Context: an optimization exercise on an open-source flow, tuned for small area. The choices shown serve that exercise and are no tape-out recipe. RTL that was checked went through simulation tests only; none was proved equivalent to the original. Power and IR drop assume default switching activity.

==> inputs of 12-01 <==
// ALU
module ALU(
  input            clk,
  input      [7:0] A, B,
  input      [3:0] opcode,
  output reg [7:0] out
);
==> module ALU, before the edit <==
module ALU(
  input            clk,
  input      [7:0] A, B,
  input      [3:0] opcode,
  output reg [7:0] out
);
  wire op_add  = (opcode == 4'd0);
  wire op_sub  = (opcode == 4'd1);
  wire op_mul  = (opcode == 4'd2);
  wire op_div  = (opcode == 4'd3);
  wire op_adda = (opcode == 4'd4);
  wire op_mula = (opcode == 4'd5);
  wire op_mac  = (opcode == 4'd6);
  wire op_rol  = (opcode == 4'd7);
  wire op_cmp  = (opcode[3:2] == 2'b11) & (opcode[1:0] != 2'b00);
  reg [7:0] x, c;
  always @* begin
    x = 8'd0;
    c = 8'd0;
    if (op_add)  begin x = 8'd1; c = B;   end
    if (op_sub | op_cmp) begin x = 8'd1; c = ~B; end
    if (op_adda) begin x = 8'd1; c = out; end
    if (op_mul)  begin x = B;             end
    if (op_mula) begin x = out;           end
    if (op_mac)  begin x = B;    c = out; end
    if (op_rol)  begin x = 8'd2;          end
    if (op_div)  begin c = A;             end
  end
  wire [7:0] y    = op_div ? ~B : A;
  wire       cin0 = op_div | op_sub | op_cmp;
  wire [8:1] hz;
  genvar w;
  generate
    for (w = 1; w <= 8; w = w + 1) begin : g_hz
      if (w == 8) begin : g_top
        assign hz[w] = 1'b1;
      end else begin : g_mid
        assign hz[w] = ~|B[7:w];
      end
    end
  endgenerate
  wire [7:0] r7;  wire [7:0] q;
  wire [7:0] rr [0:8];
  assign rr[8] = 8'd0;
  wire       cout0;
  genvar k, j;
  generate
    for (k = 7; k >= 0; k = k - 1) begin : g_row
      localparam integer W = 8 - k;
      wire [W-1:0] xx, ss;
      wire [W:0]   cc;
      if (W == 1) begin : g_x1
        assign xx = c[k];
      end else begin : g_xn
        assign xx = {rr[k+1][W-2:0], c[k]};
      end
      assign cc[0] = (k == 0) ? cin0 : op_div;
      for (j = 0; j < W; j = j + 1) begin : g_bit
        assign ss[j]   = xx[j] ^ y[j] ^ cc[j];
        assign cc[j+1] = (xx[j] & y[j]) | (cc[j] & (xx[j] ^ y[j]));
      end
      wire sel = op_div ? (cc[W] & hz[W]) : x[k];
      assign q[k] = sel;
      assign rr[k] = {{(8-W){1'b0}}, (sel ? ss : xx)};
      if (k == 0) begin : g_c0
        assign cout0 = cc[W];
      end
    end
  endgenerate
  wire ge = cout0;             
  wire eq = (A == B);
  always @(posedge clk) begin
    case (opcode)
      4'd3:    out <= q;
      4'd8:    out <= {1'b0, A[7:1]};
      4'd9:    out <= A & B;
      4'd10:   out <= A | B;
      4'd11:   out <= A ^ B;
      4'd12:   out <= ~(A & B);
      4'd13:   out <= {8{eq}};
      4'd14:   out <= {8{ge & ~eq}};
      4'd15:   out <= {8{~ge}};
      default: out <= rr[0];
    endcase
  end
endmodule
export LEC_CHECK = 0
export CAP_MARGIN = 20
export CORE_MARGIN = 2
export CORE_UTILIZATION = 40
export SLEW_MARGIN = 20
create_clock -name core_clock -period 15.0 [get_ports {clk}]
run.sh (not shown) runs the stock make flow with config.mk's settings and CLKGATE_MAP_FILE= SYNTH_SCRIPT=/design/flow/synth_recipe.tcl, a recipe that flattens the netlist after the stock synthesis.
==> 10-23: changes against 12-01 <==
==> flow/design.v (replaced) <==
module ALU(
  input            clk,
  input      [7:0] A, B,
  input      [3:0] opcode,
  output reg [7:0] out
);
  wire op_div  = (opcode == 4'd3);
  wire op_cmp  = (opcode[3:2] == 2'b11) & (opcode[1:0] != 2'b00);
  reg [7:0] x;
  always @* begin
    case (opcode)
      4'd0, 4'd1, 4'd4,
      4'd13, 4'd14, 4'd15: x = 8'd1;
      4'd2, 4'd6:          x = B;
      4'd5:                x = out;
      4'd7:                x = 8'd2;
      default:             x = 8'd0;
    endcase
  end
  reg [3:0] t;       
  reg       use_acc, use_sr;
  always @* begin
    t = 4'b0000; use_acc = 1'b0; use_sr = 1'b0;
    case (opcode)
      4'd0:                t = 4'b1010;    
      4'd1, 4'd13,
      4'd14, 4'd15:        t = 4'b0101;    
      4'd3:                t = 4'b1100;    
      4'd4, 4'd6:          use_acc = 1'b1;
      4'd8:                use_sr = 1'b1;
      4'd9:                t = 4'b1000;    
      4'd10:               t = 4'b1110;    
      4'd11:               t = 4'b0110;    
      4'd12:               t = 4'b0111;    
      default:             t = 4'b0000;
    endcase
  end
  wire [7:0] asr = {1'b0, A[7:1]};
  reg  [7:0] c;
  integer i;
  always @* begin
    for (i = 0; i < 8; i = i + 1)
      c[i] = t[{A[i], B[i]}] | (use_acc & out[i]) | (use_sr & asr[i]);
  end
  wire [7:0] y    = op_div ? ~B : A;
  wire       cin0 = op_div | op_cmp | (opcode == 4'd1);
  wire [7:0] q;
  wire [7:0] rr [0:8];
  assign rr[8] = 8'd0;
  wire       cout0;
  genvar k, j;
  generate
    for (k = 7; k >= 0; k = k - 1) begin : g_row
      localparam integer W = 8 - k;
      wire [W-1:0] xx;
      wire [W:0]   cc;
      if (W == 1) begin : g_x1
        assign xx = c[k];
      end else begin : g_xn
        assign xx = {rr[k+1][W-2:0], c[k]};
      end
      assign cc[0] = (k == 0) ? cin0 : op_div;
      wire [W-1:0] tt;
      for (j = 0; j < W; j = j + 1) begin : g_bit
        assign tt[j]   = y[j] ^ cc[j];
        assign cc[j+1] = y[j] ? (xx[j] | cc[j]) : (xx[j] & cc[j]);
      end
      wire hz;
      if (W == 8) begin : g8
        assign hz = 1'b1;
      end else begin : gn
        assign hz = ~|B[7:W];
      end
      wire sel = op_div ? (cc[W] & hz) : x[k];
      assign q[k] = sel;
      assign rr[k] = {{(8-W){1'b0}}, xx ^ (tt & {W{sel}})};
      if (k == 0) begin : g_c0
        assign cout0 = cc[W];
      end
    end
  endgenerate
  wire eq = ~|rr[0];
  reg  flag;
  always @* begin
    case (opcode[1:0])
      2'd1:    flag = eq;
      2'd2:    flag = cout0 & ~eq;
      default: flag = ~cout0;
    endcase
  end
  always @(posedge clk) begin
    if (op_div)      out <= q;
    else if (op_cmp) out <= {8{flag}};
    else             out <= rr[0];
  end
endmodule
==> flow/flow/run.sh (new file) <==
#!/bin/bash
# Own layout flow: the standard flow (standard.sh) with two changes:
#  - synthesis maps with an area-oriented ABC script (flow/abc.script),
#    otherwise the same as synth_recipe.tcl (same registers, flatten, renames);
#  - port buffers are sky130_fd_sc_hd__buf_1 instead of the resizer's default.
set -euo pipefail
here=$(pwd)
export MY_ABC_SCRIPT=$here/flow/abc.script
bash standard.sh "SYNTH_SCRIPT=$here/flow/synth.tcl" \
  "BUFFER_PORTS_ARGS=-buffer_cell sky130_fd_sc_hd__buf_1" finish > $here/flow.log 2>&1
==> flow/flow/abc.script (new file) <==
strash
dc2
dch
map -a
topo
stime -c
==> flow/flow/synth.tcl (new file) <==
proc synth {args} { yosys synth -nofsm -noshare {*}$args }
proc abc {args} {
  if {[info exists ::env(MY_ABC_SCRIPT)] && $::env(MY_ABC_SCRIPT) ne ""} {
    set i [lsearch -exact $args -script]
    if {$i >= 0} { set args [lreplace $args [expr {$i+1}] [expr {$i+1}] $::env(MY_ABC_SCRIPT)] }
  }
  yosys abc {*}$args
}
source $::env(SCRIPTS_DIR)/synth.tcl
# left out here: clear keep_hierarchy, flatten, clean up, hide names made inside functions, write 1_2_yosys.v
==> flow/standard.sh (new file) <==
#!/bin/bash
# synth_recipe.tcl (not shown) runs the flow's synth.tcl, then flattens the netlist and writes it again
# the make line also repeats each setting of config.mk as NAME=value (left out here)
make -C /OpenROAD-flow-scripts/flow DESIGN_CONFIG=/design/flow/config.mk WORK_HOME=/design/flow/orfs CLKGATE_MAP_FILE= SYNTH_SCRIPT=/design/flow/synth_recipe.tcl "${@:-finish}"
ABC_AREA = 1   (was default)
CTS_BUF_LIST = sky130_fd_sc_hd__clkbuf_1 sky130_fd_sc_hd__clkbuf_2   (was default)
GPL_TIMING_DRIVEN = 0   (was default)
removed: flow/run.sh
==> notes <==
- Against 10-23, the first-iteration DRC count of 12-01 is lower by about 40%.
- Against 12-01, the routed wire length of 10-23 is smaller by about 4%.
- In 10-23 the hold slack is better than in 12-01, by 67 ps.
- Die area: 12-01 is larger than 10-23 (31%).
- In 12-01 the global-route usage is lower than in 10-23, by 5.1 points.
- Of 12-01 and 10-23, 10-23 has the higher combinational power (gap about 4%, measured against 10-23).
- Between 10-23 and 12-01, the lower core utilization is in 12-01 (gap 7.8 points).
- Between 12-01 and 10-23, the lower worst setup slack is in 12-01 (gap 3400 ps).
- Of 12-01 and 10-23, 10-23 has the higher via count (gap about 3.2%, measured against 10-23).
- 10-23 completed, yet does not pass: setup timing. 12-01 ran to the end with violations: setup timing.
==> figures <==
Most Frequent Cell on Critical Path: 10-23 sky130_fd_sc_hd__buf_4; 12-01 sky130_fd_sc_hd__fa_2
Sw Share: 10-23 0.521; 12-01 0.447
Clock input transition at the sequential cells of the worst setup and hold paths: 10-23 90 ps; 12-01 50 ps
Final #Nets: 10-23 564; 12-01 607
1st-pass router iterations: 10-23 7; 12-01 5
Initial cell density of the core: 10-23 0.408; 12-01 0.410
Floorplan die area: 10-23 6160 um2; 12-01 8070 um2
Number of combinational gates with multiple inputs: 10-23 344; 12-01 308
Sum of met3 wire segment lengths after detailed routing: 10-23 1010 um; 12-01 1100 um
P per Cell Area: 10-23 78.8 nW/um2; 12-01 66.5 nW/um2
Met2 WL post-DR: 10-23 5440 um; 12-01 5640 um
Area used by multi-input combinational logic: 10-23 2600 um2; 12-01 2920 um2
Placed insts: 10-23 504; 12-01 584
Worst Hold Margin: 10-23 1010 ps; 12-01 938 ps
Result of the run: 10-23 finished with violations; 12-01 finished with violations
Layout check failures: 10-23 setup timing; 12-01 setup timing
Non-clock buffer total of the final layout: 10-23 128; 12-01 171
Clock network power: 10-23 14.7 uW; 12-01 29.5 uW
Row count: 10-23 27; 12-01 31
All-layer global routing usage: 10-23 0.347; 12-01 0.296
For 12-01, only the layout was checked, not whether the RTL still works.

## separate check: timing with driven ports
The flow's constraints put no driver on any port. The routed layouts listed below were extracted and timed again, unchanged, in two steps. Step 1 (the two cells are an assumption about what drives the block):
set clk [get_ports {clk}]
set_driving_cell -lib_cell sky130_fd_sc_hd__clkbuf_16 $clk
set_driving_cell -lib_cell sky130_fd_sc_hd__buf_2 [delete_from_list [all_inputs] $clk]
Step 2 also shifts input and output timing later by t, the mid clock arrival at the registers, as if the neighbouring blocks saw the same clock. a / b / c = ideal / step 1 / step 2; a / b = the first two.
run	t (ns)	setup WS [ns]	worst data-port slew with drivers (ns)
12-01	0.266	-3.583 / -3.605 / -3.870	0.06
10-23	0.282	-0.147 / -0.180 / -0.462	0.07
For 10-23, which loses most, drivers alone change the setup slack by -0.033 ns; drivers and shift together by -0.315 ns.
